Source: an optimization exercise on an open RTL-to-GDS flow (aim: small area). Production flows keep margins and buffers that such runs may drop. In this exercise RTL edits were held to simulation tests only and were not proved equivalent to the original. No activity file was given, so power comes from the tool's default toggle rates.

File: flow/design.v
module fifo (
    input clk,
    resetn,
    soft_reset,
    input read_en,
    write_en,
    input lfd_state,
    input [7:0] data_in,
    output reg [7:0] data_out,
    output empty,
    full
);
  reg [143:0] mem;
  reg [4:0] occ;
  reg delay_lfd;
  reg count_zero;
  reg [5:0] count_m1;
  wire rst = ~resetn | soft_reset;
  assign empty = occ[4];
  assign full  = ~occ[4] & (&occ[3:0]);
  wire wr = write_en & ~full;
  wire rd = read_en & ~empty;
  wire [8:0] head = mem[occ[3:0]*9 +: 9];
  always @(posedge clk) begin
    if (rst) delay_lfd <= 1'b0;
    else delay_lfd <= lfd_state;
  end
  always @(posedge clk) begin
    if (rst) occ <= 5'b11111;
    else if (wr & ~rd) occ <= occ + 5'd1;
    else if (rd & ~wr) occ <= occ - 5'd1;
  end
  always @(posedge clk) begin
    if (wr) mem <= {mem[134:0], delay_lfd, data_in};
  end
  wire flag1 = count_zero & (|data_out);
  always @(posedge clk) begin
    if (rst) data_out <= 8'b0;
    else if (flag1) data_out <= 8'b0;
    else if (rd) data_out <= head[7:0];
  end
  always @(posedge clk) begin
    if (rst) count_zero <= 1'b1;
    else if (rd) begin
      if (head[8]) begin
        count_zero <= 1'b0;
        count_m1 <= head[7:2];
      end else if (~count_zero) begin
        if (count_m1 == 6'd0) count_zero <= 1'b1;
        else count_m1 <= count_m1 - 6'd1;
      end
    end
  end
endmodule
module synchronizer (
    input clk,
    resetn,
    read_en_0,
    read_en_1,
    read_en_2,
    full_0,
    full_1,
    full_2,
    empty_0,
    empty_1,
    empty_2,
    detect_add,
    write_en_reg,
    input [1:0] data_in,
    output valid_out_0,
    valid_out_1,
    valid_out_2,
    output reg soft_reset_0,
    output reg soft_reset_1,
    output reg soft_reset_2,
    output reg fifo_full,
    output reg [2:0] write_en
);
  reg [1:0] add;
  reg [4:0] timer_0, timer_1, timer_2;
  localparam [4:0] T_START = 5'd1, T_END = 5'd8;
  always @(posedge clk) begin
    if (~resetn) add <= 2'b00;
    else if (detect_add) add <= data_in;
  end
  always @(*) begin
    case (add)
      2'b00:   write_en = {2'b00, write_en_reg};
      2'b01:   write_en = {1'b0, write_en_reg, 1'b0};
      2'b10:   write_en = {write_en_reg, 2'b00};
      default: write_en = 3'b000;
    endcase
  end
  always @(*) begin
    case (add)
      2'b00:   fifo_full = full_0;
      2'b01:   fifo_full = full_1;
      2'b10:   fifo_full = full_2;
      default: fifo_full = 1'b0;
    endcase
  end
  assign valid_out_0 = ~empty_0;
  assign valid_out_1 = ~empty_1;
  assign valid_out_2 = ~empty_2;
  always @(posedge clk) begin
    if (~resetn) begin
      soft_reset_0 <= 1'b0;
      timer_0 <= T_START;
    end else if (~valid_out_0 | read_en_0) timer_0 <= T_START;
    else if (timer_0 != T_END) begin
      soft_reset_0 <= 1'b0;
      timer_0 <= {timer_0[3:0], timer_0[4] ^ timer_0[2]};
    end else begin
      soft_reset_0 <= 1'b1;
      timer_0 <= T_START;
    end
  end
  always @(posedge clk) begin
    if (~resetn) begin
      soft_reset_1 <= 1'b0;
      timer_1 <= T_START;
    end else if (~valid_out_1 | read_en_1) timer_1 <= T_START;
    else if (timer_1 != T_END) begin
      soft_reset_1 <= 1'b0;
      timer_1 <= {timer_1[3:0], timer_1[4] ^ timer_1[2]};
    end else begin
      soft_reset_1 <= 1'b1;
      timer_1 <= T_START;
    end
  end
  always @(posedge clk) begin
    if (~resetn) begin
      soft_reset_2 <= 1'b0;
      timer_2 <= T_START;
    end else if (~valid_out_2 | read_en_2) timer_2 <= T_START;
    else if (timer_2 != T_END) begin
      soft_reset_2 <= 1'b0;
      timer_2 <= {timer_2[3:0], timer_2[4] ^ timer_2[2]};
    end else begin
      soft_reset_2 <= 1'b1;
      timer_2 <= T_START;
    end
  end
endmodule
module fsm (
    input clk,
    resetn,
    input pkt_valid,
    input parity_done,
    input soft_reset_0,
    soft_reset_1,
    soft_reset_2,
    input fifo_empty_0,
    fifo_empty_1,
    fifo_empty_2,
    input fifo_full,
    input low_pkt_valid,
    input [1:0] data_in,
    output busy,
    output detect_add,
    output ld_state,
    lfd_state,
    laf_state,
    full_state,
    output write_en_reg,
    rst_int_reg
);
  reg [2:0] present_state, next_state;
  reg seen1;   
  localparam DECODE_ADDRESS = 3'b000,
             LOAD_FIRST_DATA = 3'b001,
             LOAD_DATA = 3'b010,
             WAIT_TILL_EMPTY = 3'b011,
             FIFO_FULL_STATE = 3'b100,
             LOAD_AFTER_FULL = 3'b101,
             LOAD_PARITY = 3'b110,
             CHECK_PARITY_ERROR = 3'b111;
  always @(posedge clk) begin
    if (~resetn) seen1 <= 1'b0;
    else if (data_in == 2'b01) seen1 <= 1'b1;
  end
  wire sr_hit = (soft_reset_0 & (data_in == 2'b00)) |
                (soft_reset_1 & (data_in == 2'b01)) |
                (soft_reset_2 & (data_in == 2'b10));
  always @(posedge clk) begin
    if (~resetn | sr_hit) present_state <= DECODE_ADDRESS;
    else present_state <= next_state;
  end
  wire sel_empty = (data_in == 2'b00) ? fifo_empty_0 :
                   (data_in == 2'b01) ? fifo_empty_1 : fifo_empty_2;
  always @(*) begin
    case (present_state)
      DECODE_ADDRESS:
        if (pkt_valid & (data_in != 2'b11))
          next_state = sel_empty ? LOAD_FIRST_DATA : WAIT_TILL_EMPTY;
        else next_state = DECODE_ADDRESS;
      LOAD_FIRST_DATA: next_state = LOAD_DATA;
      LOAD_DATA:
        if (fifo_full) next_state = FIFO_FULL_STATE;
        else if (~pkt_valid) next_state = LOAD_PARITY;
        else next_state = LOAD_DATA;
      WAIT_TILL_EMPTY:
        if (seen1 ? fifo_empty_1 : fifo_empty_0) next_state = LOAD_FIRST_DATA;
        else next_state = WAIT_TILL_EMPTY;
      FIFO_FULL_STATE:
        if (~fifo_full) next_state = LOAD_AFTER_FULL;
        else next_state = FIFO_FULL_STATE;
      LOAD_AFTER_FULL:
        if (parity_done) next_state = DECODE_ADDRESS;
        else if (low_pkt_valid) next_state = LOAD_PARITY;
        else next_state = LOAD_DATA;
      LOAD_PARITY: next_state = CHECK_PARITY_ERROR;
      default:
        if (fifo_full) next_state = FIFO_FULL_STATE;
        else next_state = DECODE_ADDRESS;
    endcase
  end
  assign busy = ~((present_state == LOAD_DATA) | (present_state == DECODE_ADDRESS));
  assign detect_add = (present_state == DECODE_ADDRESS);
  assign lfd_state = (present_state == LOAD_FIRST_DATA);
  assign ld_state = (present_state == LOAD_DATA);
  assign laf_state = (present_state == LOAD_AFTER_FULL);
  assign full_state = (present_state == FIFO_FULL_STATE);
  assign write_en_reg = (present_state == LOAD_DATA) | (present_state == LOAD_PARITY) |
                        (present_state == LOAD_AFTER_FULL);
  assign rst_int_reg = (present_state == CHECK_PARITY_ERROR);
endmodule
module register (
    input clk,
    resetn,
    input pkt_valid,
    input fifo_full,
    input ld_state,
    full_state,
    laf_state,
    lfd_state,
    detect_add,
    rst_int_reg,
    input [7:0] data_in,
    output reg parity_done,
    output reg low_pkt_valid,
    output reg err,
    output reg [7:0] data_out
);
  reg [7:0] fifo_full_state_byte, parity_diff;
  wire parity_load = (ld_state & ~fifo_full & ~pkt_valid) |
                     (laf_state & low_pkt_valid & ~parity_done);
  always @(posedge clk) begin
    if (~resetn | detect_add) parity_done <= 1'b0;
    else if (parity_load) parity_done <= 1'b1;
  end
  always @(posedge clk) begin
    if (~resetn | rst_int_reg) low_pkt_valid <= 1'b0;
    else if (ld_state & ~pkt_valid) low_pkt_valid <= 1'b1;
  end
  always @(posedge clk) begin
    if (detect_add | (ld_state & ~fifo_full)) data_out <= data_in;
    else if (laf_state) data_out <= fifo_full_state_byte;
  end
  always @(posedge clk) begin
    if (ld_state) fifo_full_state_byte <= data_in;
  end
  always @(posedge clk) begin
    if (detect_add) parity_diff <= data_in;
    else if (lfd_state & ~pkt_valid) parity_diff <= 8'b0;
    else if ((ld_state & (pkt_valid | ~fifo_full)) | (laf_state & low_pkt_valid & ~parity_done))
      parity_diff <= parity_diff ^ data_in;
  end
  always @(posedge clk) begin
    if (~resetn) err <= 1'b0;
    else if (parity_done) err <= |parity_diff;
  end
endmodule
module router_top(
    input clk,resetn,
    input read_en_0,read_en_1,read_en_2,
    input pkt_valid,
    input [7:0]data_in,
    output [7:0]data_out_0,data_out_1,data_out_2,
    output valid_out_0,valid_out_1,valid_out_2,
    output err,busy
    );
    wire wire_soft_reset_0, wire_soft_reset_1, wire_soft_reset_2;
    wire [2:0]wire_write_en;
    wire [7:0]wire_register_data_out;
    wire wire_lfd_state;
    wire wire_empty_0,wire_empty_1,wire_empty_2;
    wire wire_full_0,wire_full_1,wire_full_2;
    wire wire_fifo_full;
    wire wire_parity_done;
    wire wire_detect_add;
    wire wire_write_en_reg;
    wire wire_low_pkt_valid;
    wire wire_ld_state,wire_full_state,wire_laf_state;
    wire wire_rst_int_reg;
    fifo fifo_0 (
        .clk(clk),
        .resetn(resetn),
        .soft_reset(wire_soft_reset_0),
        .read_en(read_en_0),
        .write_en(wire_write_en[0]),
        .lfd_state(wire_lfd_state),
        .data_in(wire_register_data_out),
        .data_out(data_out_0),
        .empty(wire_empty_0),
        .full(wire_full_0)
    );
    fifo fifo_1 (
        .clk(clk),
        .resetn(resetn),
        .soft_reset(wire_soft_reset_1),
        .read_en(read_en_1),
        .write_en(wire_write_en[1]),
        .lfd_state(wire_lfd_state),
        .data_in(wire_register_data_out),
        .data_out(data_out_1),
        .empty(wire_empty_1),
        .full(wire_full_1)
    );
    fifo fifo_2 (
        .clk(clk),
        .resetn(resetn),
        .soft_reset(wire_soft_reset_2),
        .read_en(read_en_2),
        .write_en(wire_write_en[2]),
        .lfd_state(wire_lfd_state),
        .data_in(wire_register_data_out),
        .data_out(data_out_2),
        .empty(wire_empty_2),
        .full(wire_full_2)
    );
    synchronizer sync (
        .clk(clk),
        .resetn(resetn),
        .read_en_0(read_en_0),
        .read_en_1(read_en_1),
        .read_en_2(read_en_2),
        .full_0(wire_full_0),
        .full_1(wire_full_1),
        .full_2(wire_full_2),
        .empty_0(wire_empty_0),
        .empty_1(wire_empty_1),
        .empty_2(wire_empty_2),
        .detect_add(wire_detect_add),
        .write_en_reg(wire_write_en_reg),
        .data_in(data_in[1:0]),
        .valid_out_0(valid_out_0),
        .valid_out_1(valid_out_1),
        .valid_out_2(valid_out_2),
        .soft_reset_0(wire_soft_reset_0),
        .soft_reset_1(wire_soft_reset_1),
        .soft_reset_2(wire_soft_reset_2),
        .fifo_full(wire_fifo_full),
        .write_en(wire_write_en)
    ); 
        fsm fsm_ (
            .clk(clk),
            .resetn(resetn),
            .pkt_valid(pkt_valid),
            .parity_done(wire_parity_done),
            .soft_reset_0(wire_soft_reset_0),
            .soft_reset_1(wire_soft_reset_1),
            .soft_reset_2(wire_soft_reset_2),
            .fifo_empty_0(wire_empty_0),
            .fifo_empty_1(wire_empty_1),
            .fifo_empty_2(wire_empty_2),
            .fifo_full(wire_fifo_full),
            .low_pkt_valid(wire_low_pkt_valid),
            .data_in(data_in[1:0]),
            .busy(busy),
            .detect_add(wire_detect_add),
            .lfd_state(wire_lfd_state),
            .ld_state(wire_ld_state),
            .laf_state(wire_laf_state),
            .full_state(wire_full_state),
            .write_en_reg(wire_write_en_reg),
            .rst_int_reg(wire_rst_int_reg)
        );
    register regi (
        .clk(clk),
        .resetn(resetn),
        .pkt_valid(pkt_valid),
        .fifo_full(wire_fifo_full),
        .ld_state(wire_ld_state),
        .full_state(wire_full_state),
        .laf_state(wire_laf_state),
        .lfd_state(wire_lfd_state),
        .detect_add(wire_detect_add),
        .rst_int_reg(wire_rst_int_reg),
        .data_in(data_in),
        .parity_done(wire_parity_done),
        .low_pkt_valid(wire_low_pkt_valid),
        .err(err),
        .data_out(wire_register_data_out)
    );
endmodule
File: flow/flow/run.sh
#!/bin/bash
# Standard ORFS layout, with two changes:
#  - clock tree: clkbuf_16 leaf buffers in clusters of up to 25 flip-flops,
#    and no dummy loads;
#  - port buffers: buf_1 instead of the default choice.
set -o pipefail
cp standard.sh standard_sh.txt
export CTS_ARGS="-sink_clustering_enable -repair_clock_nets -dont_use_dummy_load -sink_clustering_size 25 -sink_clustering_max_diameter 100 -buf_list sky130_fd_sc_hd__clkbuf_16"
export BUFFER_PORTS_ARGS="-buffer_cell sky130_fd_sc_hd__buf_1"
bash standard.sh > standard.log 2>&1
File: flow/standard.sh
#!/bin/bash
# synth_recipe.tcl (not shown) runs the flow's synth.tcl, then flattens the netlist and writes it again
# the make line also repeats each setting of config.mk as NAME=value (left out here)
make -C /OpenROAD-flow-scripts/flow DESIGN_CONFIG=/design/flow/config.mk WORK_HOME=/design/flow/orfs CLKGATE_MAP_FILE= SYNTH_SCRIPT=/design/flow/synth_recipe.tcl "${@:-finish}"
File: flow/config.mk
export PLATFORM = sky130hd
export DESIGN_NAME = router_top
export DESIGN_NICKNAME = router_top
export VERILOG_FILES = /design/flow/design.v
export SDC_FILE = /design/flow/constraint.sdc
export NUM_CORES = 4
export LEC_CHECK = 0
export CAP_MARGIN = 20
export CORE_MARGIN = 2
export CORE_UTILIZATION = 40
export SLEW_MARGIN = 20
File: flow/constraint.sdc
create_clock -name core_clock -period 5.0 [get_ports {clk}]
set_input_delay 1.0000 -clock core_clock [delete_from_list [all_inputs] [get_ports {clk}]]
set_output_delay 1.0000 -clock core_clock [all_outputs]
set_load 0.01 [all_outputs]
==> flow_summary.toml, run 1 <==
[layout]
num-nets-final = 1261
drive_above_1_share = 0.164
nFillCells = 4648
n_antenna_cell = 0
final_cells = 1919
syn_to_final_growth_pct = 7.81

[die]
start_util = 0.404
ioPinCount = 43
dieWidth_um = 237
die_area_um2 = 56300
coreArea_um2 = 53800
die_y_um = 237
rows = 85

[setup_path]
worst-endpoint-required_ns = 5.18
slowest_delay_ns = 0.79
end_kind = "register"
crit_path_top_delay_cell = "buf_4"
cp_cell_sequence = "inv_6 > nor2_2 > nor2_4 > nor3_4 > buf_4 > buf_4"
critPathLaunchType = "register"
path_class = "register to register"
crit_top_cell = "buf_4"
cp_max_fo = 79
cp.arrival_ns = 3.39
rr_worst_depth = 6

[yosys]
syn_area_per_cell_um2 = 18.4
ys_ff_latch = 546
yosysWarnings = 4
synth_flop_cell = "edfxtp_1"
synthCells = 1182
synth.area.top_cells = "edfxtp_1, mux4_2, dfxtp_1"
ys_types = 61
synth-seq-area-share = 0.721
syn_area_um2 = 21800
synth-edff-count = 474
syn_nets = 1218
yosysTopAreaCell = "edfxtp_1"
yosys.area.top_type_share = 0.654
async_flop_share = 0

[route]
avgViaCountPerCell = 5.42
drt_pre_antenna_iters = 5
wl_met2_um = 17800
route.vias.total = 10408
ant_nets = 0
drc = 0
wirelength_um = 38900
drt_iter0_drc = 998
drt-met1-wl_um = 18800
met3RoutedLength_um = 1640
top_layer = "met4"
wl_per_cell_um = 20.3

[worst_hold_path]
holdPathStages = 0
hp-class = "register to register"

[clock_network]
cts_made_buffers = 26
cts-root-buf = "clkbuf_16"
cts_resized = 0
htree_levels = 1
cts.sink_count = 546
clk_latency_ns = 0.58
cts_setup_buffers = 0
clockBufferDepth = 3
cts_hold_buf = 0
clk_pin_slew_ns = 0.10
cts_tree = "built"

[timing]
hold_viol_final = 0
layout_setup_ws_ns = 1.79
rsz0062_at_grt = "false"
tightest_slew_ns = 1.05
finalClockSkew_ns = 0.0380
period_share = 0.643
holdWs_ns = 0.410
final.setup.tns_ns = 0
max-slew-margin-rel = 0.301
post-route-min-period_ns = 3.21
clock.fmax_mhz = 311
finalSetupViolCount = 0
slew_violations = 0

[global_route]
grt_pass1_vias = 10440
grt_start_max_net_pins = 82
grt_first_pass_wirelength_um = 61700
grt_overflow = 0
grt_use_total = 0.138
antenna_found_initial = 0

[power_and_ir_drop]
p_leak_uw = 0.00763
p_total_uw = 8670
ir_worst_vdd_mv = 0.243
power_density_nw_per_um2 = 370

[place]
dp_hpwl_um = 24900
gp_congestion = 0.760
place_inst = 1893
port_buffers = 42
preCtsSetupSlack_ns = 1.63

[job]
maxCapViolCount = 0

[run_status]
outcome = "complete, no violations"
[cell usage after synthesis, types with 3 or more instances]
| cell type | n |
|---|---|
| edfxtp_1 | 474 |
| mux4_2 | 84 |
| nand2_1 | 82 |
| dfxtp_1 | 72 |
| nor2_1 | 67 |
| xor2_1 | 25 |
| a22o_1 | 24 |
| mux4_1 | 24 |
| a21oi_1 | 22 |
| inv_1 | 21 |
| clkbuf_1 | 20 |
| ha_1 | 19 |
| a22oi_1 | 18 |
| o31ai_1 | 18 |
| a221oi_2 | 17 |
| nor2b_1 | 14 |
| mux2i_1 | 13 |
| and2_1 | 12 |
| buf_2 | 12 |
| nor4_1 | 12 |
| o21ai_0 | 11 |
| xnor2_1 | 9 |
| a21boi_0 | 8 |
| buf_6 | 8 |
| mux2_4 | 8 |
| and3_1 | 7 |
| nor3_1 | 7 |
| buf_1 | 6 |
| nand2b_1 | 6 |
| a31oi_1 | 5 |
| a21o_1 | 4 |
| nand3_1 | 4 |
| o211ai_1 | 4 |
| or3_1 | 4 |
| a211oi_1 | 3 |
| buf_4 | 3 |
| fa_1 | 3 |
| nand3b_1 | 3 |
[logic make-up after synthesis]
family	share of synthesized area
AND/OR/NAND/NOR	0.0485
AO/OA/AOI/OAI	0.0574
XOR/XNOR	0.0137
adder cells (fa/ha/maj)	0.0137
buffers and inverters	0.0181
multiplexers	0.128
flip-flops	0.721
[cell type report]
class	instances	area [um2]	share of cell area
multi-input combinational	563	5820	0.248
inverter	21	83.8	0.00357
clock buffer	26	651	0.0277
tap	696	871	0.0371
sequential	546	15700	0.669
timing repair buffer	67	345	0.0147
[per-stage QoR]
stage | util | cell area (um2)
detailed placement | 0.424 | 22800
global placement | 0.424 | 22800
CTS | 0.436 | 23500
floorplan | - | 21900
finish | 0.436 | 23500
global route | 0.436 | 23500
[routing by layer]
| layer | up-vias | global-route usage |
|---|---|---|
| met5 | - | 0 |
| met4 | 0 | 0.0328 |
| met3 | 35 | 0.0160 |
| met2 | 163 | 0.211 |
| met1 | 5426 | 0.214 |
| li1 | 4784 | - |
[registers in the layout (all words and copies together), names as in the netlist, 2 cells and up]
| name | cells |
|---|---|
| sync.add | 2 |
| regi.data_out | 8 |
| fifo_1.occ | 5 |
| fifo_0.count_m1 | 6 |
| fifo_1.mem | 144 |
| fsm_.present_state | 3 |
| regi.parity_diff | 8 |
| fifo_0.mem | 144 |
| fifo_2.data_out | 8 |
| fifo_0.data_out | 8 |
| fifo_1.data_out | 8 |
| sync.timer_0 | 5 |
| fifo_2.mem | 144 |
| fifo_2.count_m1 | 6 |
| sync.timer_2 | 5 |
| fifo_0.occ | 5 |
| sync.timer_1 | 5 |
| regi.fifo_full_state_byte | 8 |
| fifo_1.count_m1 | 6 |
| fifo_2.occ | 5 |
[where the power goes]
part,internal [uW],switching (uW),total [uW]
Sequential,5320,183,5510
Clock,930,1310,2240
Combinational,391,533,924
[final timing paths]
kind | slack [ns] | to | startpoint
hold / removal | 0.41 | fifo_1.mem[8] | fifo_1.delay_lfd
setup reg to reg | 1.79 | fifo_1.mem[109] | fsm_.present_state[1]
setup / recovery | 1.79 | fifo_1.mem[109] | fsm_.present_state[1]
hold reg to reg | 0.41 | fifo_1.mem[8] | fifo_1.delay_lfd
[worst max-delay path, delay by kind of cell, from the launching register on]
family        cells  cell delay [ns]
simple gates      3             0.49
buf+inv           3             1.63
flops             1             0.58
[layout by cell type, fill, tap and decap left out, types with 3 or more instances in the layout]
| master | n |
|---|---|
| a211oi_1 | 3 |
| a21boi_0 | 8 |
| a21o_1 | 4 |
| a21oi_1 | 16 |
| a21oi_2 | 7 |
| a221oi_2 | 17 |
| a22o_1 | 24 |
| a22oi_1 | 18 |
| a31oi_1 | 5 |
| and2_1 | 12 |
| and3_1 | 6 |
| buf_1 | 42 |
| buf_4 | 25 |
| clkbuf_16 | 26 |
| dfxtp_1 | 66 |
| dfxtp_2 | 6 |
| edfxtp_1 | 474 |
| ha_1 | 15 |
| ha_4 | 4 |
| inv_1 | 17 |
| inv_2 | 3 |
| mux2_4 | 8 |
| mux2i_1 | 13 |
| mux4_1 | 24 |
| mux4_2 | 84 |
| nand2_1 | 82 |
| nand2b_1 | 6 |
| nand3_1 | 4 |
| nand3b_1 | 3 |
| nor2_1 | 65 |
| nor2b_1 | 14 |
| nor3_1 | 5 |
| nor4_1 | 11 |
| o211ai_1 | 4 |
| o21ai_0 | 10 |
| o31ai_1 | 18 |
| or3_1 | 4 |
| xnor2_1 | 9 |
| xor2_1 | 25 |
==> inputs of run 2 (changes only) <==
==> flow/flow/run.sh (replaced) <==
#!/bin/bash
# The standard layout (standard.sh), with these changes:
#  - synthesis: the standard flow's script, but ABC maps with flow/abc_area.script
#    (area recovery in &nf); everything before and after ABC, and so every
#    register, is as in the standard synthesis;
#  - clock tree: clkbuf_16 leaf buffers in clusters of up to 25 flip-flops,
#    without dummy loads;
#  - port buffers: buf_1.
set -euo pipefail
HERE=$(pwd)
sed "s#source \$::env(SCRIPTS_DIR)/synth_preamble.tcl#source \$::env(SCRIPTS_DIR)/synth_preamble.tcl\nset abc_args [lreplace \$abc_args 1 1 $HERE/flow/abc_area.script]#" \
  "$FLOW_HOME/scripts/synth.tcl" > synth_abc.tcl
sed "s#source \$::env(SCRIPTS_DIR)/synth.tcl#source $HERE/synth_abc.tcl#" synth_recipe.tcl > synth_recipe_abc.tcl
sed "s#SYNTH_SCRIPT=[^ ]*#SYNTH_SCRIPT=$HERE/synth_recipe_abc.tcl#" standard.sh > standard_abc.sh
export CTS_ARGS="-sink_clustering_enable -repair_clock_nets -dont_use_dummy_load -sink_clustering_size 32 -sink_clustering_max_diameter 70 -buf_list sky130_fd_sc_hd__clkbuf_16"
export BUFFER_PORTS_ARGS="-buffer_cell sky130_fd_sc_hd__buf_1"
bash standard_abc.sh > standard.log 2>&1
==> flow/flow/abc_area.script (new file) <==
&get -n
&st
&dch
&nf -R 1000
&st
&syn2
&if -g -K 6
&synch2
&nf -R 1000
&st
&syn2
&if -g -K 6
&synch2
&nf -R 1000
&put
--- a/flow/config.mk
+++ b/flow/config.mk
@@ -7,5 +7,6 @@
 export LEC_CHECK = 0
 export CAP_MARGIN = 20
 export CORE_MARGIN = 2
-export CORE_UTILIZATION = 40
+export CORE_UTILIZATION = 65
+export PLACE_DENSITY = 0.75
 export SLEW_MARGIN = 20
==> flow_summary.toml, run 2 <==
[run_status]
outcome = "complete, no violations"

[setup_path]
r2r-start = "fifo_2.occ[0]"
crit_path_start = "fifo_2.occ[0]"
cp.arrival_ns = 3.40
worst-endpoint-required_ns = 5.17
crit_top_cell = "buf_4"
r2r_slack_ns = 1.77
cp_max_fo = 79
critPathLaunchType = "register"
crit_path_top_delay_cell = "buf_4"
crit_buf_inv = 2
end_kind = "register"
cp_cell_sequence = "nand4_1 > nor2_2 > nor4b_4 > buf_4 > buf_4"
slowest_delay_ns = 0.87
crit_family = "buffers and inverters"
path_class = "register to register"

[yosys]
yosysMostFrequentCell = "edfxtp_1"
async_flop_share = 0
yosysTopAreaCell = "edfxtp_1"
syn_nets = 1162
synthCells = 1126
yosys.area.top_type_share = 0.675
synth.area.top_cells = "edfxtp_1, mux4_2, dfxtp_1"
ys_ff_latch = 546
synth_flop_cell = "edfxtp_1"
ys_top_cells_by_count = "edfxtp_1, mux4_2, nand2_1, dfxtp_1, nor2_1"
ys_types = 38
yosysWarnings = 4
synth-seq-area-share = 0.744
syn_area_um2 = 21100
syn_area_per_cell_um2 = 18.7
synth-edff-count = 474

[timing]
holdWs_ns = 0.409
layout_setup_ws_ns = 1.77
finalSetupViolCount = 0
tightest_slew_ns = 1.05
rsz0062_at_grt = "false"
slew_violations = 0
post-route-min-period_ns = 3.23
max-slew-margin-rel = 0.301
finalClockSkew_ns = 0.0489
hold_viol_final = 0
clock.fmax_mhz = 310
period_share = 0.646

[route]
wirelength_um = 37300
ant_nets = 0
drc = 0
drt_iter0_drc = 971
route.vias.total = 10495
avgViaCountPerCell = 6.49
drt_pre_antenna_iters = 5
wl_per_cell_um = 23.1

[clock_network]
cts_setup_buffers = 0
clk_latency_ns = 0.59
cts_tree = "built"
cts_made_buffers = 28
cts.sink_count = 546
cts-root-buf = "clkbuf_16"
cts_hold_buf = 0
htree_levels = 1
cts_resized = 0
clockBufferDepth = 3
clk_pin_slew_ns = 0.11

[die]
dieWidth_um = 184
die_y_um = 184
rows = 65
ioPinCount = 43
die_area_um2 = 33900
start_util = 0.665
coreArea_um2 = 31700

[worst_hold_path]
hp-start = "fifo_2.delay_lfd"
hp-class = "register to register"

[global_route]
grt_pass1_vias = 10276
grt_start_max_net_pins = 89
grt_overflow = 0
grt_use_total = 0.227
antenna_found_initial = 0
grt_first_pass_wirelength_um = 58900

[layout]
syn_to_final_growth_pct = 7.83
largestRegisters = "fifo_0.mem (144), fifo_1.mem (144), fifo_2.mem (144)"
final_cells = 1616
drive_above_1_share = 0.152
mostFrequentLayoutCells = "edfxtp_1, mux4_2, nand2_1"
layout_commonest_cell = "edfxtp_1"
num-nets-final = 1251
nFillCells = 1953

[place]
dp_hpwl_um = 23500
place_inst = 1586
port_buffers = 42
preCtsSetupSlack_ns = 1.73
gp_congestion = 0.844

[power_and_ir_drop]
power_density_nw_per_um2 = 368
switching_share = 0.221
clkPwrFrac = 0.272
ir_worst_vdd_mv = 0.302
p_switching_uw = 1850
p_int_uw = 6520
p_leak_uw = 0.00736
pwr-share-seq = 0.651
combPwrFrac = 0.077

[job]
maxCapViolCount = 0
-- run 2: worst paths after layout --
path,endpoint,depth (start not counted)
worst max-delay path,fifo_2.mem[130],5
worst max register to register,fifo_2.mem[130],5
worst min-delay path,fifo_2.mem[8],0
worst min register to register,fifo_2.mem[8],0
-- run 2: metal layers --
layer,GRT usage,wire length (um),vias up
met4,0.0486,756,0
met3,0.0275,1780,56
li1,-,-,4717
met1,0.369,17400,5430
met5,0,0,-
met2,0.341,17300,292
-- run 2: area by class of cell --
cell class,count,area (um2),area share
repair buffers,59,283,0.0124
diodes,1,2.50,0.000110
clock buffers,28,701,0.0308
flip-flops and latches,546,15700,0.691
well taps,402,503,0.0221
multi-input cells,557,5450,0.240
inverters,23,90.1,0.00396
-- run 2: kinds of logic after synthesis --
group,count (synthesis),synth area share
AND/OR/NAND/NOR,223,0.0489
adder cells (fa/ha/maj),22,0.0141
buffers and inverters,23,0.00410
AO/OA/AOI/OAI,147,0.0484
flip-flops,546,0.744
XOR/XNOR,35,0.0145
multiplexers,130,0.126
-- run 2: power by group through the flow --
stage,logic [uW],clock network (uW),registers (uW)
after floorplan,491,0,5480
after global placement,624,0,5540
after detailed placement,644,0,5560
after CTS,647,2340,5460
after global routing,704,2460,5490
final,643,2280,5450
-- run 2: per-stage QoR --
stage | total power [uW] | util | setup TNS (ns) | instance area [um2]
after floorplan | 5970 | - | -409.29 | 21200
after global placement | 6170 | 0.694 | 0 | 22000
after detailed placement | 6200 | 0.694 | 0 | 22000
after CTS | 8440 | 0.716 | 0 | 22700
after global routing | 8660 | 0.717 | 0 | 22700
final | 8370 | 0.717 | 0 | 22700
==> inputs of run 3 (changes only) <==
--- a/flow/flow/run.sh
+++ b/flow/flow/run.sh
@@ -12,6 +12,6 @@
   "$FLOW_HOME/scripts/synth.tcl" > synth_abc.tcl
 sed "s#source \$::env(SCRIPTS_DIR)/synth.tcl#source $HERE/synth_abc.tcl#" synth_recipe.tcl > synth_recipe_abc.tcl
 sed "s#SYNTH_SCRIPT=[^ ]*#SYNTH_SCRIPT=$HERE/synth_recipe_abc.tcl#" standard.sh > standard_abc.sh
-export CTS_ARGS="-sink_clustering_enable -repair_clock_nets -dont_use_dummy_load -sink_clustering_size 32 -sink_clustering_max_diameter 70 -buf_list sky130_fd_sc_hd__clkbuf_16"
+export CTS_ARGS="-sink_clustering_enable -repair_clock_nets -dont_use_dummy_load -sink_clustering_size 16 -sink_clustering_max_diameter 60 -buf_list sky130_fd_sc_hd__clkbuf_8"
 export BUFFER_PORTS_ARGS="-buffer_cell sky130_fd_sc_hd__buf_1"
 bash standard_abc.sh > standard.log 2>&1
==> flow_summary.toml, run 3 <==
[route]
route.vias.total = 10464
drt-met1-wl_um = 17500
top_layer = "met4"
drt_pre_antenna_iters = 5
met3RoutedLength_um = 1860
drc = 0
avgViaCountPerCell = 6.42
drt_iter0_drc = 961
ant_nets = 0
wl_per_cell_um = 22.8
wl_met2_um = 17100
wirelength_um = 37100

[place]
port_buffers = 42
gp_congestion = 0.844
dp_hpwl_um = 23500
preCtsSetupSlack_ns = 1.73

[global_route]
antenna_found_initial = 0
grt_use_total = 0.227
grt_first_pass_wirelength_um = 58400
grt_start_max_net_pins = 89
grt_pass1_vias = 10233
grt_overflow = 0

[power_and_ir_drop]
p_leak_uw = 0.00731
power_density_nw_per_um2 = 359
p_total_uw = 8110
ir_worst_vdd_mv = 0.274

[clock_network]
clockBufferDepth = 3
cts_tree = "built"
cts.sink_count = 546
cts_resized = 0
clk_latency_ns = 0.58
cts_hold_buf = 0
cts_setup_buffers = 0
htree_levels = 2
clk_pin_slew_ns = 0.10
cts_made_buffers = 41
cts-root-buf = "clkbuf_8"

[timing]
period_share = 0.646
final.setup.tns_ns = 0
slew_violations = 0
max-slew-margin-rel = 0.301
layout_setup_ws_ns = 1.77
finalClockSkew_ns = 0.0392
clock.fmax_mhz = 310
holdWs_ns = 0.420
tightest_slew_ns = 1.05
hold_viol_final = 0
post-route-min-period_ns = 3.23
rsz0062_at_grt = "false"
finalSetupViolCount = 0

[setup_path]
worst-endpoint-required_ns = 5.19
r2r_end = "fifo_1.mem[100]"
r2r_slack_ns = 1.77
r2r-start = "fifo_1.occ[0]"
cp_max_fo = 79
end_kind = "register"
rr_worst_depth = 5
critPathLaunchType = "register"
cp.arrival_ns = 3.42
path_class = "register to register"

[yosys]
yosys.area.top_type_share = 0.675
synth.area.top_cells = "edfxtp_1, mux4_2, dfxtp_1"
async_flop_share = 0
synthCells = 1126
ys_ff_latch = 546
yosysTopAreaCell = "edfxtp_1"
ys_types = 38
synth_flop_cell = "edfxtp_1"
syn_area_per_cell_um2 = 18.7
synth-seq-area-share = 0.744
yosysMostFrequentCell = "edfxtp_1"
syn_nets = 1162
syn_area_um2 = 21100
synth-edff-count = 474
yosysWarnings = 4
ys_top_cells_by_count = "edfxtp_1, mux4_2, nand2_1, dfxtp_1, nor2_1"

[layout]
num-nets-final = 1264
layout_commonest_cell = "edfxtp_1"
regArea_um2 = 15700
drive_above_1_share = 0.161
largestRegisters = "fifo_0.mem (144), fifo_1.mem (144), fifo_2.mem (144)"
nFillCells = 2006
fin_util = 0.712
multi_input_area_um2 = 5450
mostFrequentLayoutCells = "edfxtp_1, mux4_2, nand2_1"
syn_to_final_growth_pct = 7.18

[worst_hold_path]
hp-class = "register to register"
holdPathStages = 0
hold_end = "fifo_0.mem[8]"
hp-start = "fifo_0.delay_lfd"

[run_status]
outcome = "complete, no violations"

[die]
dieWidth_um = 184
start_util = 0.665
ioPinCount = 43
coreArea_um2 = 31700
die_area_um2 = 33900
die_y_um = 184
rows = 65

[job]
maxCapViolCount = 0
==> run 3: report_power, final <==
part / switching [uW] / total (uW) / internal, uW
Clock: 1280 / 2020 / 739
Combinational: 345 / 639 / 294
Sequential: 217 / 5450 / 5230
==> run 3: worst max-delay path by stage <==
stage / startpoint / end / slack, ns / cells past startpoint
after CTS: fifo_1.occ[0] / fifo_1.mem[112] / 1.74 / 5
after global placement: fifo_1.occ[0] / fifo_1.mem[116] / 1.80 / 5
final: fifo_1.occ[0] / fifo_1.mem[100] / 1.77 / 5
after global routing: fifo_2.occ[0] / fifo_2.mem[104] / 1.48 / 5
after detailed placement: fifo_1.occ[0] / fifo_1.mem[28] / 1.73 / 5
after floorplan: fifo_1.occ[0] / fifo_1.occ[4] / -2.32 / 11
==> run 3: layout make-up <==
cell class	count	area share
Clock buffer	41	0.0250
Timing Repair Buffer	59	0.0125
Inverter	23	0.00399
Antenna cell	1	0.000111
Sequential cell	546	0.695
Tap cell	402	0.0223
Multi-Input combinational cell	557	0.241
==> run 3: kinds of logic (layout without fill, tap and decap cells) <==
family | count (synthesis) | count (layout) | synth area share
xor+xnor | 35 | 35 | 0.0145
compound gates | 147 | 147 | 0.0484
simple gates | 223 | 223 | 0.0489
fa+ha+maj | 22 | 22 | 0.0141
flops | 546 | 546 | 0.744
mux | 130 | 130 | 0.126
buf+inv | 23 | 123 | 0.00410
other cells | 0 | 1 | 0
==> run 3: stage by stage <==
| step | instances | cell area, um2 |
|---|---|---|
| 2_1_floorplan | 1126 | 21200 |
| 3_5_place_dp | 1586 | 22000 |
| 3_3_place_gp | 1586 | 22000 |
| 5_1_grt | 1628 | 22600 |
| 6_report | 1629 | 22600 |
| 4_1_cts | 1627 | 22600 |
==> run 3: per-layer routing <==
layer	GRT usage	vias to the layer above
met3	0.0326	53
li1	-	4735
met4	0.0528	0
met5	0	-
met1	0.367	5401
met2	0.337	275
==> run 3: worst max-delay path, stage by stage (launching register included) <==
cell     delay, ns
dfxtp_4       0.57
nand4_1       0.22
nor2_2        0.07
nor4b_4       0.33
buf_4         0.82
buf_4         0.78
==> inputs of run 4 (changes only) <==
==> flow/config.mk (replaced) <==
export PLATFORM = sky130hd
export DESIGN_NAME = router_top
export DESIGN_NICKNAME = router_top
export VERILOG_FILES = /design/flow/design.v
export SDC_FILE = /design/flow/constraint.sdc
export NUM_CORES = 4
export LEC_CHECK = 0
export CAP_MARGIN = 0
export CORE_MARGIN = 2
export CORE_UTILIZATION = 80
export PLACE_DENSITY = 0.88
export SLEW_MARGIN = 0
==> flow_summary.toml, run 4 <==
[place]
port_buffers = 42
placed_area_um2 = 21900
gp_congestion = 0.893
preCtsSetupSlack_ns = 1.74
dp_hpwl_um = 26600

[clock_network]
cts_tree = "built"
clk_pin_slew_ns = 0.10
clk_latency_ns = 0.58
cts_made_buffers = 40
cts_resized = 0
clockBufferDepth = 3
cts_hold_buf = 0
cts-root-buf = "clkbuf_8"
htree_levels = 2
cts_setup_buffers = 0
cts.sink_count = 546

[worst_hold_path]
holdPathStages = 0
hp-class = "register to register"

[route]
avgViaCountPerCell = 7.04
route.vias.total = 10985
drt_iter0_drc = 1563
ant_nets = 0
wirelength_um = 40300
drt_pre_antenna_iters = 5
drc = 0
wl_per_cell_um = 25.9

[power_and_ir_drop]
pwr-share-seq = 0.674
power_density_nw_per_um2 = 360
switching_share = 0.228
clkPwrFrac = 0.245
combPwrFrac = 0.081
p_leak_uw = 0.00728
ir_worst_vdd_mv = 0.316
p_int_uw = 6250
p_switching_uw = 1850

[layout]
mostFrequentLayoutCells = "edfxtp_1, mux4_2, nand2_1"
layout_commonest_cell = "edfxtp_1"
stdcell_area_um2 = 22500
num-nets-final = 1258
largestRegisters = "fifo_0.mem (144), fifo_1.mem (144), fifo_2.mem (144)"
drive_above_1_share = 0.157
syn_to_final_growth_pct = 6.60

[yosys]
ys_top_cells_by_count = "edfxtp_1, mux4_2, nand2_1, dfxtp_1, nor2_1"
syn_area_per_cell_um2 = 18.7
synth.area.top_cells = "edfxtp_1, mux4_2, dfxtp_1"
yosysWarnings = 4
ys_types = 38
syn_area_um2 = 21100
synth-edff-count = 474
synth-seq-area-share = 0.744
syn_nets = 1162
synthCells = 1126
async_flop_share = 0
yosysMostFrequentCell = "edfxtp_1"
yosys.area.top_type_share = 0.675
ys_ff_latch = 546
yosysTopAreaCell = "edfxtp_1"
synth_flop_cell = "edfxtp_1"

[timing]
post-route-min-period_ns = 3.22
clock.fmax_mhz = 311
layout_setup_ws_ns = 1.78
finalClockSkew_ns = 0.0449
max-slew-margin-rel = 0.232
slew_violations = 0
hold_viol_final = 0
tightest_slew_ns = 1.15
period_share = 0.643
holdWs_ns = 0.404
finalSetupViolCount = 0
rsz0062_at_grt = "false"

[die]
rows = 59
die_area_um2 = 27700
start_util = 0.811
dieWidth_um = 166
ioPinCount = 43
die_y_um = 166
coreArea_um2 = 26000

[job]
maxCapViolCount = 0

[global_route]
grt_first_pass_wirelength_um = 62600
grt_start_max_net_pins = 89
grt_use_total = 0.298
grt_pass1_vias = 10975
antenna_found_initial = 4
grt_overflow = 0

[setup_path]
cp_max_fo = 88
worst-endpoint-required_ns = 5.20
path_class = "register to register"
end_kind = "register"
critPathLaunchType = "register"
cp.arrival_ns = 3.42
rr_worst_depth = 5

[run_status]
outcome = "complete, no violations"
## run 4: routing by layer
metal	global-route usage	up-vias	part of all wire
met5	0	-	0.00072
met4	0.110	4	0.037
met3	0.0498	107	0.077
met2	0.465	587	0.48
met1	0.443	5556	0.40
li1	-	4731	-
## run 4: kinds of logic (layout without fill, tap and decap cells)
group / Yosys count / after routing / share of synthesized area
flip-flops: 546 / 546 / 0.744
AND/OR/NAND/NOR: 223 / 223 / 0.0489
AO/OA/AOI/OAI: 147 / 147 / 0.0484
multiplexers: 130 / 130 / 0.126
XOR/XNOR: 35 / 35 / 0.0145
buffers and inverters: 23 / 117 / 0.00410
adder cells (fa/ha/maj): 22 / 22 / 0.0141
other: 0 / 5 / 0
## run 4: final timing paths
check                        start         endpoint  slack, ns
setup / recovery     fifo_1.occ[0]  fifo_1.mem[116]       1.78
setup reg to reg     fifo_1.occ[0]  fifo_1.mem[116]       1.78
hold reg to reg   fifo_0.delay_lfd    fifo_0.mem[8]       0.40
hold / removal    fifo_0.delay_lfd    fifo_0.mem[8]       0.40
## run 4: power by group through the flow
stage | sequential, uW | combinational [uW] | clock (uW)
6_report | 5450 | 660 | 1980
5_1_grt | 5490 | 711 | 2150
4_1_cts | 5450 | 655 | 2010
3_5_place_dp | 5550 | 654 | 0
3_3_place_gp | 5530 | 620 | 0
2_1_floorplan | 5480 | 491 | 0
## run 4: area by class of cell
type	instances	area, um2
fillers	1039	3510
diodes	5	12.5
flip-flops and latches	546	15700
clock buffers	40	551
well taps	335	419
repair buffers	54	248
inverters	23	90.1
multi-input cells	557	5450
## run 4: critical path, stage by stage, from the launching register on
cell and delay, ns:
dfxtp_4 0.58, nand4_1 0.22, nor2_2 0.07, nor4b_4 0.32
buf_4 0.86, buf_4 0.74
## run 4: stage by stage
step / power (uW) / cells / utilization / TNS (ns)
after floorplan: 5970 / 1126 / - / -409.29
after global placement: 6150 / 1515 / 0.843 / 0
after detailed placement: 6210 / 1515 / 0.843 / 0
after CTS: 8120 / 1555 / 0.864 / 0
after global routing: 8350 / 1558 / 0.865 / 0
final: 8100 / 1560 / 0.865 / 0
==> inputs of run 5 (changes only) <==
--- a/flow/flow/run.sh
+++ b/flow/flow/run.sh
@@ -12,6 +12,6 @@
   "$FLOW_HOME/scripts/synth.tcl" > synth_abc.tcl
 sed "s#source \$::env(SCRIPTS_DIR)/synth.tcl#source $HERE/synth_abc.tcl#" synth_recipe.tcl > synth_recipe_abc.tcl
 sed "s#SYNTH_SCRIPT=[^ ]*#SYNTH_SCRIPT=$HERE/synth_recipe_abc.tcl#" standard.sh > standard_abc.sh
-export CTS_ARGS="-sink_clustering_enable -repair_clock_nets -dont_use_dummy_load -sink_clustering_size 16 -sink_clustering_max_diameter 60 -buf_list sky130_fd_sc_hd__clkbuf_8"
+export CTS_ARGS="-sink_clustering_enable -repair_clock_nets -dont_use_dummy_load -sink_clustering_size 25 -sink_clustering_max_diameter 100 -buf_list sky130_fd_sc_hd__clkbuf_16"
 export BUFFER_PORTS_ARGS="-buffer_cell sky130_fd_sc_hd__buf_1"
 bash standard_abc.sh > standard.log 2>&1
--- a/flow/config.mk
+++ b/flow/config.mk
@@ -5,8 +5,8 @@
 export SDC_FILE = /design/flow/constraint.sdc
 export NUM_CORES = 4
 export LEC_CHECK = 0
-export CAP_MARGIN = 0
+export CAP_MARGIN = 20
 export CORE_MARGIN = 2
 export CORE_UTILIZATION = 80
 export PLACE_DENSITY = 0.88
-export SLEW_MARGIN = 0
+export SLEW_MARGIN = 20
==> flow_summary.toml, run 5 <==
[run_status]
outcome = "complete, no violations"

[layout]
mostFrequentLayoutCells = "edfxtp_1, mux4_2, nand2_1"
largestRegisters = "fifo_0.mem (144), fifo_1.mem (144), fifo_2.mem (144)"
syn_to_final_growth_pct = 6.93
final_cells = 1543
drive_above_1_share = 0.146
layout_commonest_cell = "edfxtp_1"
num-nets-final = 1243
nFillCells = 1003

[timing]
layout_setup_ws_ns = 1.72
rsz0062_at_grt = "false"
hold_viol_final = 0
tightest_slew_ns = 1.09
finalClockSkew_ns = 0.0302
finalSetupViolCount = 0
clock.fmax_mhz = 305
slew_violations = 0
period_share = 0.656
final.setup.tns_ns = 0
max-slew-margin-rel = 0.270
post-route-min-period_ns = 3.28
holdWs_ns = 0.427

[setup_path]
cp.arrival_ns = 3.47
cp.depth = 5
path_class = "register to register"
crit_top_cell = "buf_4"
crit_path_top_delay_cell = "buf_4"
worst-endpoint-required_ns = 5.19
r2r_end = "fifo_1.mem[116]"
cp_max_fo = 88
cp_cell_sequence = "nand4_1 > nor2_2 > nor4b_4 > buf_4 > buf_4"
rr_worst_depth = 5
critPathLaunchType = "register"
crit_buf_inv = 2
r2r-start = "fifo_1.occ[0]"
slowest_delay_ns = 0.88
crit_path_start = "fifo_1.occ[0]"
r2r_slack_ns = 1.72
end_kind = "register"
crit_end = "fifo_1.mem[116]"
crit_family = "buffers and inverters"

[global_route]
antenna_found_initial = 3
grt_start_max_net_pins = 89
grt_use_total = 0.322
grt_pass1_vias = 11220
grt_overflow = 0
grt_first_pass_wirelength_um = 67000

[clock_network]
cts_setup_buffers = 0
cts_tree = "built"
clk_pin_slew_ns = 0.10
cts_made_buffers = 25
cts.sink_count = 546
cts_hold_buf = 0
cts-root-buf = "clkbuf_16"
htree_levels = 1
cts_resized = 0
clockBufferDepth = 3
clk_latency_ns = 0.57

[die]
start_util = 0.811
ioPinCount = 43
dieWidth_um = 166
die_area_um2 = 27700
die_y_um = 166
rows = 59
coreArea_um2 = 26000

[place]
gp_congestion = 0.893
place_inst = 1515
preCtsSetupSlack_ns = 1.74
dp_hpwl_um = 26600
port_buffers = 42

[yosys]
syn_area_per_cell_um2 = 18.7
ys_ff_latch = 546
synth-edff-count = 474
yosys.area.top_type_share = 0.675
syn_area_um2 = 21100
synthCells = 1126
async_flop_share = 0
ys_top_cells_by_count = "edfxtp_1, mux4_2, nand2_1, dfxtp_1, nor2_1"
syn_nets = 1162
synth-seq-area-share = 0.744
yosysTopAreaCell = "edfxtp_1"
ys_types = 38
synth_flop_cell = "edfxtp_1"
synth.area.top_cells = "edfxtp_1, mux4_2, dfxtp_1"
yosysWarnings = 4
yosysMostFrequentCell = "edfxtp_1"

[power_and_ir_drop]
power_density_nw_per_um2 = 369
p_total_uw = 8310
ir_worst_vdd_mv = 0.532
p_leak_uw = 0.00730

[route]
wl_per_cell_um = 28.2
drt_iter0_drc = 1967
avgViaCountPerCell = 7.26
wirelength_um = 43500
ant_nets = 0
drc = 0
drt_pre_antenna_iters = 5
route.vias.total = 11203

[job]
maxCapViolCount = 0

[worst_hold_path]
hp-class = "register to register"
## run 5: worst min-delay path by stage
stage                     startpoint            end  slack [ns]  cells after the start
floorplan           fifo_0.delay_lfd  fifo_0.mem[8]        0.39                      0
global placement    fifo_1.delay_lfd  fifo_1.mem[8]        0.39                      0
detailed placement  fifo_1.delay_lfd  fifo_1.mem[8]        0.39                      0
CTS                 fifo_1.delay_lfd  fifo_1.mem[8]        0.42                      0
global route        fifo_0.delay_lfd  fifo_0.mem[8]        0.43                      0
finish              fifo_1.delay_lfd  fifo_1.mem[8]        0.43                      0
## run 5: where the power goes
group	internal (uW)	total (uW)	switching, uW
registers	5230	5470	231
clock network	896	2170	1270
logic	293	683	390
total	6420	8310	1890
## run 5: layer usage
metal | vias up | routed length [um] | track usage | share of wire
li1 | 4704 | - | - | -
met1 | 5676 | 16100 | 0.462 | 0.37
met2 | 701 | 21900 | 0.530 | 0.50
met3 | 122 | 3780 | 0.0450 | 0.087
met4 | 0 | 1640 | 0.108 | 0.038
met5 | - | 0 | 0 | 0
## run 5: cells by family after synthesis
family / Yosys count / synth area share
DFF: 546 / 0.744
muxes: 130 / 0.126
AOI/OAI and AO/OA: 147 / 0.0484
xor gates and xnor gates: 35 / 0.0145
buffers and inverters: 23 / 0.00410
adders and majority gates: 22 / 0.0141
and+or+nand+nor: 223 / 0.0489
## run 5: cell type report
cell class	count	area (um2)	area share
flip-flops and latches	546	15700	0.696
multi-input cells	557	5450	0.242
clock buffers	25	626	0.0278
well taps	335	419	0.0186
repair buffers	54	248	0.0110
inverters	23	90.1	0.00400
diodes	3	7.51	0.000333
## run 5: through the flow
step	utilization	cell area [um2]
global route	0.867	22500
CTS	0.867	22500
detailed placement	0.843	21900
global placement	0.843	21900
finish	0.868	22500
floorplan	-	21200
==> inputs of run 6 (changes only) <==
--- a/flow/config.mk
+++ b/flow/config.mk
@@ -7,6 +7,6 @@
 export LEC_CHECK = 0
 export CAP_MARGIN = 20
 export CORE_MARGIN = 2
-export CORE_UTILIZATION = 80
-export PLACE_DENSITY = 0.88
+export CORE_UTILIZATION = 65
+export PLACE_DENSITY = 0.75
 export SLEW_MARGIN = 20
==> flow_summary.toml, run 6 <==
[layout]
largestRegisters = "fifo_0.mem (144), fifo_1.mem (144), fifo_2.mem (144)"
num-nets-final = 1248
n_antenna_cell = 0
mostFrequentLayoutCells = "edfxtp_1, mux4_2, nand2_1"
syn_to_final_growth_pct = 7.46
fin_util = 0.714
final_cells = 1612
nFillCells = 1982
stdcell_area_um2 = 22700
drive_above_1_share = 0.150
regArea_um2 = 15700
layout_commonest_cell = "edfxtp_1"
multi_input_area_um2 = 5450

[place]
port_buffers = 42
dp_hpwl_um = 23500
placed_area_um2 = 22000
gp_congestion = 0.844
preCtsSetupSlack_ns = 1.73
place_inst = 1586

[clock_network]
clk_latency_ns = 0.57
cts_resized = 0
cts_hold_buf = 0
cts_made_buffers = 25
cts_tree = "built"
cts.sink_count = 546
htree_levels = 1
cts-root-buf = "clkbuf_16"
clk_pin_slew_ns = 0.10
clockBufferDepth = 3
cts_setup_buffers = 0

[timing]
slew_violations = 0
period_share = 0.649
rsz0062_at_grt = "false"
hold_viol_final = 0
clock.fmax_mhz = 308
max-slew-margin-rel = 0.298
post-route-min-period_ns = 3.25
tightest_slew_ns = 1.05
layout_setup_ws_ns = 1.75
finalSetupViolCount = 0
finalClockSkew_ns = 0.0231

[yosys]
yosysTopAreaCell = "edfxtp_1"
syn_nets = 1162
ys_types = 38
synth.area.top_cells = "edfxtp_1, mux4_2, dfxtp_1"
syn_area_um2 = 21100
async_flop_share = 0
yosysMostFrequentCell = "edfxtp_1"
yosysWarnings = 4
ys_ff_latch = 546
synth-seq-area-share = 0.744
syn_area_per_cell_um2 = 18.7
ys_top_cells_by_count = "edfxtp_1, mux4_2, nand2_1, dfxtp_1, nor2_1"
synth-edff-count = 474
synthCells = 1126
yosys.area.top_type_share = 0.675
synth_flop_cell = "edfxtp_1"

[die]
die_area_um2 = 33900
die_y_um = 184
start_util = 0.665
rows = 65
coreArea_um2 = 31700
dieWidth_um = 184
ioPinCount = 43

[setup_path]
cp.arrival_ns = 3.43
critPathLaunchType = "register"
worst-endpoint-required_ns = 5.19
cp_max_fo = 79
path_class = "register to register"
end_kind = "register"

[power_and_ir_drop]
ir_worst_vdd_mv = 0.296
p_leak_uw = 0.00732
p_total_uw = 8240
power_density_nw_per_um2 = 364

[global_route]
grt_overflow = 0
antenna_found_initial = 1
grt_use_total = 0.224
grt_first_pass_wirelength_um = 58000
grt_pass1_vias = 10142
grt_start_max_net_pins = 89

[route]
ant_nets = 0
drt_pre_antenna_iters = 5
wl_per_cell_um = 22.8
drt_iter0_drc = 971
wirelength_um = 36800
drc = 0
route.vias.total = 10493
avgViaCountPerCell = 6.51

[worst_hold_path]
hp-class = "register to register"

[job]
maxCapViolCount = 0

[run_status]
outcome = "complete, no violations"
-- run 6: layer usage --
metal  vias to the layer above  track usage  wire (um)
li1                       4713            -          -
met3                        50       0.0294       2140
met2                       318        0.338      17000
met1                      5410        0.361      16900
met5                         -            0         10
met4                         2       0.0464        731
-- run 6: final cells by class --
cell class                 count  share of cell area
sequential                   546               0.693
multi-input combinational    557               0.241
clock buffer                  25              0.0276
tap                          402              0.0222
timing repair buffer          59              0.0125
inverter                      23             0.00398
-- run 6: final timing paths --
kind	startpoint	end	slack, ns	depth (start not counted)
worst min register to register	fifo_1.delay_lfd	fifo_1.mem[8]	0.42	0
worst min-delay path	fifo_1.delay_lfd	fifo_1.mem[8]	0.42	0
worst max register to register	fifo_1.occ[0]	fifo_1.mem[100]	1.75	5
worst max-delay path	fifo_1.occ[0]	fifo_1.mem[100]	1.75	5
-- run 6: where the power goes --
part           total (uW)  internal, uW  leakage [uW]  switching (uW)
Clock                2150           894      0.000308            1260
Combinational         641           294       0.00212             346
Sequential           5450          5230       0.00489             218
Total                8240          6420       0.00732            1820
-- run 6: logic make-up (layout without fill, tap and decap cells) --
family,Yosys count,in the layout,synth area share
flip-flops,546,546,0.744
AND/OR/NAND/NOR,223,223,0.0489
AO/OA/AOI/OAI,147,147,0.0484
multiplexers,130,130,0.126
XOR/XNOR,35,35,0.0145
buffers and inverters,23,107,0.00410
adder cells (fa/ha/maj),22,22,0.0141
-- run 6: through the flow --
step | hold WS (ns) | TNS, ns
after global placement | 0.389 | 0
after global routing | 0.432 | 0
final | 0.417 | 0
after CTS | 0.417 | 0
after floorplan | 0.386 | -409.29
after detailed placement | 0.390 | 0
-- run 6: worst max-delay path: stages (launching register included) --
cell     delay [ns]
dfxtp_4        0.57
nand4_1        0.22
nor2_2         0.07
nor4b_4        0.32
buf_4          0.81
buf_4          0.77
==> inputs of run 7 (changes only) <==
--- a/flow/design.v
+++ b/flow/design.v
@@ -4,7 +4,7 @@
     soft_reset,
     input read_en,
     write_en,
-    input lfd_state,
+    input header_flag,
     input [7:0] data_in,
     output reg [7:0] data_out,
     output empty,
@@ -12,7 +12,6 @@
 );
   reg [143:0] mem;
   reg [4:0] occ;
-  reg delay_lfd;
   reg count_zero;
   reg [5:0] count_m1;
   wire rst = ~resetn | soft_reset;
@@ -22,16 +21,12 @@
   wire rd = read_en & ~empty;
   wire [8:0] head = mem[occ[3:0]*9 +: 9];
   always @(posedge clk) begin
-    if (rst) delay_lfd <= 1'b0;
-    else delay_lfd <= lfd_state;
-  end
-  always @(posedge clk) begin
     if (rst) occ <= 5'b11111;
     else if (wr & ~rd) occ <= occ + 5'd1;
     else if (rd & ~wr) occ <= occ - 5'd1;
   end
   always @(posedge clk) begin
-    if (wr) mem <= {mem[134:0], delay_lfd, data_in};
+    if (wr) mem <= {mem[134:0], header_flag, data_in};
   end
   wire flag1 = count_zero & (|data_out);
   always @(posedge clk) begin
@@ -66,6 +61,7 @@
     empty_2,
     detect_add,
     write_en_reg,
+    lfd_state,
     input [1:0] data_in,
     output valid_out_0,
     valid_out_1,
@@ -74,6 +70,7 @@
     output reg soft_reset_1,
     output reg soft_reset_2,
     output reg fifo_full,
+    output reg header_flag,
     output reg [2:0] write_en
 );
   reg [1:0] add;
@@ -99,6 +96,18 @@
       default: fifo_full = 1'b0;
     endcase
   end
+  reg soft_reset_sel;
+  always @(*) begin
+    case (add)
+      2'b00:   soft_reset_sel = soft_reset_0;
+      2'b01:   soft_reset_sel = soft_reset_1;
+      default: soft_reset_sel = soft_reset_2;
+    endcase
+  end
+  always @(posedge clk) begin
+    if (~resetn) header_flag <= 1'b0;
+    else header_flag <= lfd_state & ~soft_reset_sel;
+  end
   assign valid_out_0 = ~empty_0;
   assign valid_out_1 = ~empty_1;
   assign valid_out_2 = ~empty_2;
@@ -284,6 +293,7 @@
     wire [2:0]wire_write_en;
     wire [7:0]wire_register_data_out;
     wire wire_lfd_state;
+    wire wire_header_flag;
     wire wire_empty_0,wire_empty_1,wire_empty_2;
     wire wire_full_0,wire_full_1,wire_full_2;
     wire wire_fifo_full;
@@ -299,7 +309,7 @@
         .soft_reset(wire_soft_reset_0),
         .read_en(read_en_0),
         .write_en(wire_write_en[0]),
-        .lfd_state(wire_lfd_state),
+        .header_flag(wire_header_flag),
         .data_in(wire_register_data_out),
         .data_out(data_out_0),
         .empty(wire_empty_0),
@@ -311,7 +321,7 @@
         .soft_reset(wire_soft_reset_1),
         .read_en(read_en_1),
         .write_en(wire_write_en[1]),
-        .lfd_state(wire_lfd_state),
+        .header_flag(wire_header_flag),
         .data_in(wire_register_data_out),
         .data_out(data_out_1),
         .empty(wire_empty_1),
@@ -323,7 +333,7 @@
         .soft_reset(wire_soft_reset_2),
         .read_en(read_en_2),
         .write_en(wire_write_en[2]),
-        .lfd_state(wire_lfd_state),
+        .header_flag(wire_header_flag),
         .data_in(wire_register_data_out),
         .data_out(data_out_2),
         .empty(wire_empty_2),
@@ -343,6 +353,7 @@
         .empty_2(wire_empty_2),
         .detect_add(wire_detect_add),
         .write_en_reg(wire_write_en_reg),
+        .lfd_state(wire_lfd_state),
         .data_in(data_in[1:0]),
         .valid_out_0(valid_out_0),
         .valid_out_1(valid_out_1),
@@ -351,6 +362,7 @@
         .soft_reset_1(wire_soft_reset_1),
         .soft_reset_2(wire_soft_reset_2),
         .fifo_full(wire_fifo_full),
+        .header_flag(wire_header_flag),
         .write_en(wire_write_en)
     ); 
         fsm fsm_ (
--- a/flow/flow/run.sh
+++ b/flow/flow/run.sh
@@ -12,6 +12,6 @@
   "$FLOW_HOME/scripts/synth.tcl" > synth_abc.tcl
 sed "s#source \$::env(SCRIPTS_DIR)/synth.tcl#source $HERE/synth_abc.tcl#" synth_recipe.tcl > synth_recipe_abc.tcl
 sed "s#SYNTH_SCRIPT=[^ ]*#SYNTH_SCRIPT=$HERE/synth_recipe_abc.tcl#" standard.sh > standard_abc.sh
-export CTS_ARGS="-sink_clustering_enable -repair_clock_nets -dont_use_dummy_load -sink_clustering_size 25 -sink_clustering_max_diameter 100 -buf_list sky130_fd_sc_hd__clkbuf_16"
+export CTS_ARGS="-sink_clustering_enable -repair_clock_nets -dont_use_dummy_load -sink_clustering_size 16 -sink_clustering_max_diameter 60 -buf_list sky130_fd_sc_hd__clkbuf_8"
 export BUFFER_PORTS_ARGS="-buffer_cell sky130_fd_sc_hd__buf_1"
 bash standard_abc.sh > standard.log 2>&1
==> flow/flow/abc_area.script (replaced) <==
&get -n
&st
&dch
&nf -R 1000 -p -F 8 -A 4 -C 32
&st
&syn2
&if -g -K 6
&synch2
&nf -R 1000 -p -F 8 -A 4 -C 32
&st
&syn2
&if -g -K 6
&synch2
&nf -R 1000 -p -F 8 -A 4 -C 32
&put
--- a/flow/config.mk
+++ b/flow/config.mk
@@ -7,6 +7,6 @@
 export LEC_CHECK = 0
 export CAP_MARGIN = 20
 export CORE_MARGIN = 2
-export CORE_UTILIZATION = 65
-export PLACE_DENSITY = 0.75
+export CORE_UTILIZATION = 80
+export PLACE_DENSITY = 0.88
 export SLEW_MARGIN = 20
==> flow_summary.toml, run 7 <==
[run_status]
outcome = "complete, no violations"

[yosys]
yosys.area.top_type_share = 0.677
yosysTopAreaCell = "edfxtp_1"
syn_area_um2 = 21000
yosysWarnings = 4
synthCells = 1113
syn_area_per_cell_um2 = 18.9
synth-edff-count = 474
syn_nets = 1148
synth.area.top_cells = "edfxtp_1, mux4_2, dfxtp_1"
yosysMostFrequentCell = "edfxtp_1"
synth-seq-area-share = 0.743
async_flop_share = 0
ys_top_cells_by_count = "edfxtp_1, mux4_2, nand2_1, dfxtp_1, o21ai_0"
ys_ff_latch = 544
synth_flop_cell = "edfxtp_1"
ys_types = 37

[setup_path]
cp_cell_sequence = "nand4_1 > nor2_2 > a21oi_1 > o21ai_0 > nand2_1 > nand2_1 > o221ai_1"
cp.arrival_ns = 3.52
critPathLaunchType = "register"
rr_worst_depth = 7
crit_top_cell = "nand2_1"
crit_path_top_delay_cell = "dfxtp_4"
slowest_delay_ns = 0.85
end_kind = "register"
cp_max_fo = 40
path_class = "register to register"
worst-endpoint-required_ns = 5.18

[global_route]
grt_use_total = 0.309
grt_first_pass_wirelength_um = 64300
grt_pass1_vias = 11066
antenna_found_initial = 4
grt_start_max_net_pins = 86
grt_overflow = 0

[timing]
finalClockSkew_ns = 0.0741
final.setup.tns_ns = 0
slew_violations = 0
clock.fmax_mhz = 299
period_share = 0.668
max-slew-margin-rel = 0.294
hold_viol_final = 0
post-route-min-period_ns = 3.34
rsz0062_at_grt = "false"
tightest_slew_ns = 1.06
finalSetupViolCount = 0

[layout]
syn_to_final_growth_pct = 6.59
nFillCells = 1007
regArea_um2 = 15700
mostFrequentLayoutCells = "edfxtp_1, mux4_2, nand2_1"
multi_input_area_um2 = 5420
layout_commonest_cell = "edfxtp_1"
largestRegisters = "fifo_0.mem (144), fifo_1.mem (144), fifo_2.mem (144)"
num-nets-final = 1247
drive_above_1_share = 0.159

[route]
drc = 0
wirelength_um = 41700
avgViaCountPerCell = 7.12
drt_iter0_drc = 1378
wl_per_cell_um = 27.0
route.vias.total = 11014
drt_pre_antenna_iters = 5
ant_nets = 0

[clock_network]
cts.sink_count = 544
htree_levels = 2
cts_tree = "built"
cts-root-buf = "clkbuf_8"
cts_setup_buffers = 0
clk_pin_slew_ns = 0.10
cts_resized = 0
cts_hold_buf = 0
clk_latency_ns = 0.60
cts_made_buffers = 40
clockBufferDepth = 3

[worst_hold_path]
hp-class = "register to register"
holdPathStages = 0

[die]
die_y_um = 166
rows = 59
die_area_um2 = 27600
dieWidth_um = 166
start_util = 0.812
ioPinCount = 43
coreArea_um2 = 25900

[power_and_ir_drop]
p_total_uw = 9900
p_leak_uw = 0.00733
ir_worst_vdd_mv = 0.459
power_density_nw_per_um2 = 442

[job]
maxCapViolCount = 0

[place]
gp_congestion = 0.856
dp_hpwl_um = 26700
port_buffers = 42
==> run 7: critical path, delay by kind of cell (launching register included) <==
kind	cells	cell delay, ns
simple gates	4	0.97
flops	1	0.85
compound gates	3	1.13
==> run 7: report_power, final <==
group / internal [uW] / total (uW) / switching (uW)
clock: 722 / 1980 / 1260
sequential: 5710 / 6220 / 506
combinational: 758 / 1700 / 941
==> run 7: layer usage <==
metal | up-vias | global-route usage | share of wire
met1 | 5529 | 0.453 | 0.38
met3 | 104 | 0.0450 | 0.085
met5 | - | 0 | 0
met4 | 0 | 0.119 | 0.038
li1 | 4708 | - | -
met2 | 673 | 0.493 | 0.50
==> run 7: cells by family (layout without fill, tap and decap cells) <==
kind of cell,Yosys count,in the layout,synth area share
DFF,544,544,0.743
and+or+nand+nor,206,206,0.0476
other,0,1,0
adders and majority gates,21,21,0.0136
xor gates and xnor gates,35,35,0.0146
AOI/OAI and AO/OA,150,150,0.0482
muxes,134,134,0.129
buffers and inverters,23,120,0.00410
==> run 7: final timing paths <==
kind | start | slack (ns) | endpoint
setup / recovery | fifo_1.occ[0] | 1.66 | regi.parity_diff[3]
hold / removal | fifo_0.mem[61] | 0.41 | fifo_0.mem[70]
setup reg to reg | fifo_1.occ[0] | 1.66 | regi.parity_diff[3]
hold reg to reg | fifo_0.mem[61] | 0.41 | fifo_0.mem[70]
==> run 7: cell type report <==
class	count	share of cell area
flip-flops and latches	544	0.699
inverters	23	0.00402
clock buffers	40	0.0246
multi-input cells	546	0.242
well taps	335	0.0187
diodes	1	0.000112
repair buffers	57	0.0121
==> run 7: per-stage QoR <==
| step | setup WS (ns) | util | std cells | instance area [um2] | hold slack [ns] |
|---|---|---|---|---|---|
| 3_5_place_dp | 1.68 | 0.844 | 1505 | 21900 | 0.428 |
| 4_1_cts | 1.63 | 0.865 | 1545 | 22400 | 0.411 |
| 2_1_floorplan | -2.27 | - | 1113 | 21200 | 0.421 |
| 5_1_grt | 1.32 | 0.865 | 1546 | 22400 | 0.422 |
| 6_report | 1.66 | 0.865 | 1546 | 22400 | 0.408 |
| 3_3_place_gp | 1.88 | 0.844 | 1505 | 21900 | 0.422 |

## port drivers added, routing unchanged
The flow's constraints put no driver on any port. The routed layouts listed below were extracted and timed again, unchanged, in two steps. Step 1 assumes that a clkbuf_16 drives the clock port and a buf_2 every other input. Step 2 moves the port delays by t, midway between the first and last clock arrival at a register: inputs arrive t later, outputs are due t later. That takes back most of the time a late clock gives input paths. Slacks: ideal ports / drivers / drivers and shift; pairs: ideal ports / drivers.
| run | t (ns) | setup slack, ns | clock arrival spread, ns | worst slew at a driven data input, ns |
|---|---|---|---|---|
| run 1 | 0.621 | 1.786 / 1.786 / 1.578 | 0.039 / 0.039 | 0.07 |
| run 2 | 0.619 | 1.772 / 1.772 / 1.650 | 0.050 / 0.051 | 0.07 |
| run 3 | 0.614 | 1.770 / 1.770 / 1.659 | 0.040 / 0.040 | 0.07 |
| run 4 | 0.607 | 1.783 / 1.783 / 1.783 | 0.046 / 0.045 | 0.09 |
| run 5 | 0.605 | 1.722 / 1.722 / 1.722 | 0.033 / 0.033 | 0.09 |
| run 6 | 0.610 | 1.754 / 1.754 / 1.632 | 0.025 / 0.024 | 0.07 |
| run 7 | 0.609 | 1.659 / 1.659 / 1.659 | 0.075 / 0.075 | 0.08 |
After both steps setup and hold are still met in every run listed. For run 1, which loses most, drivers alone change the setup slack by 0.000 ns; drivers and shift together by -0.208 ns.
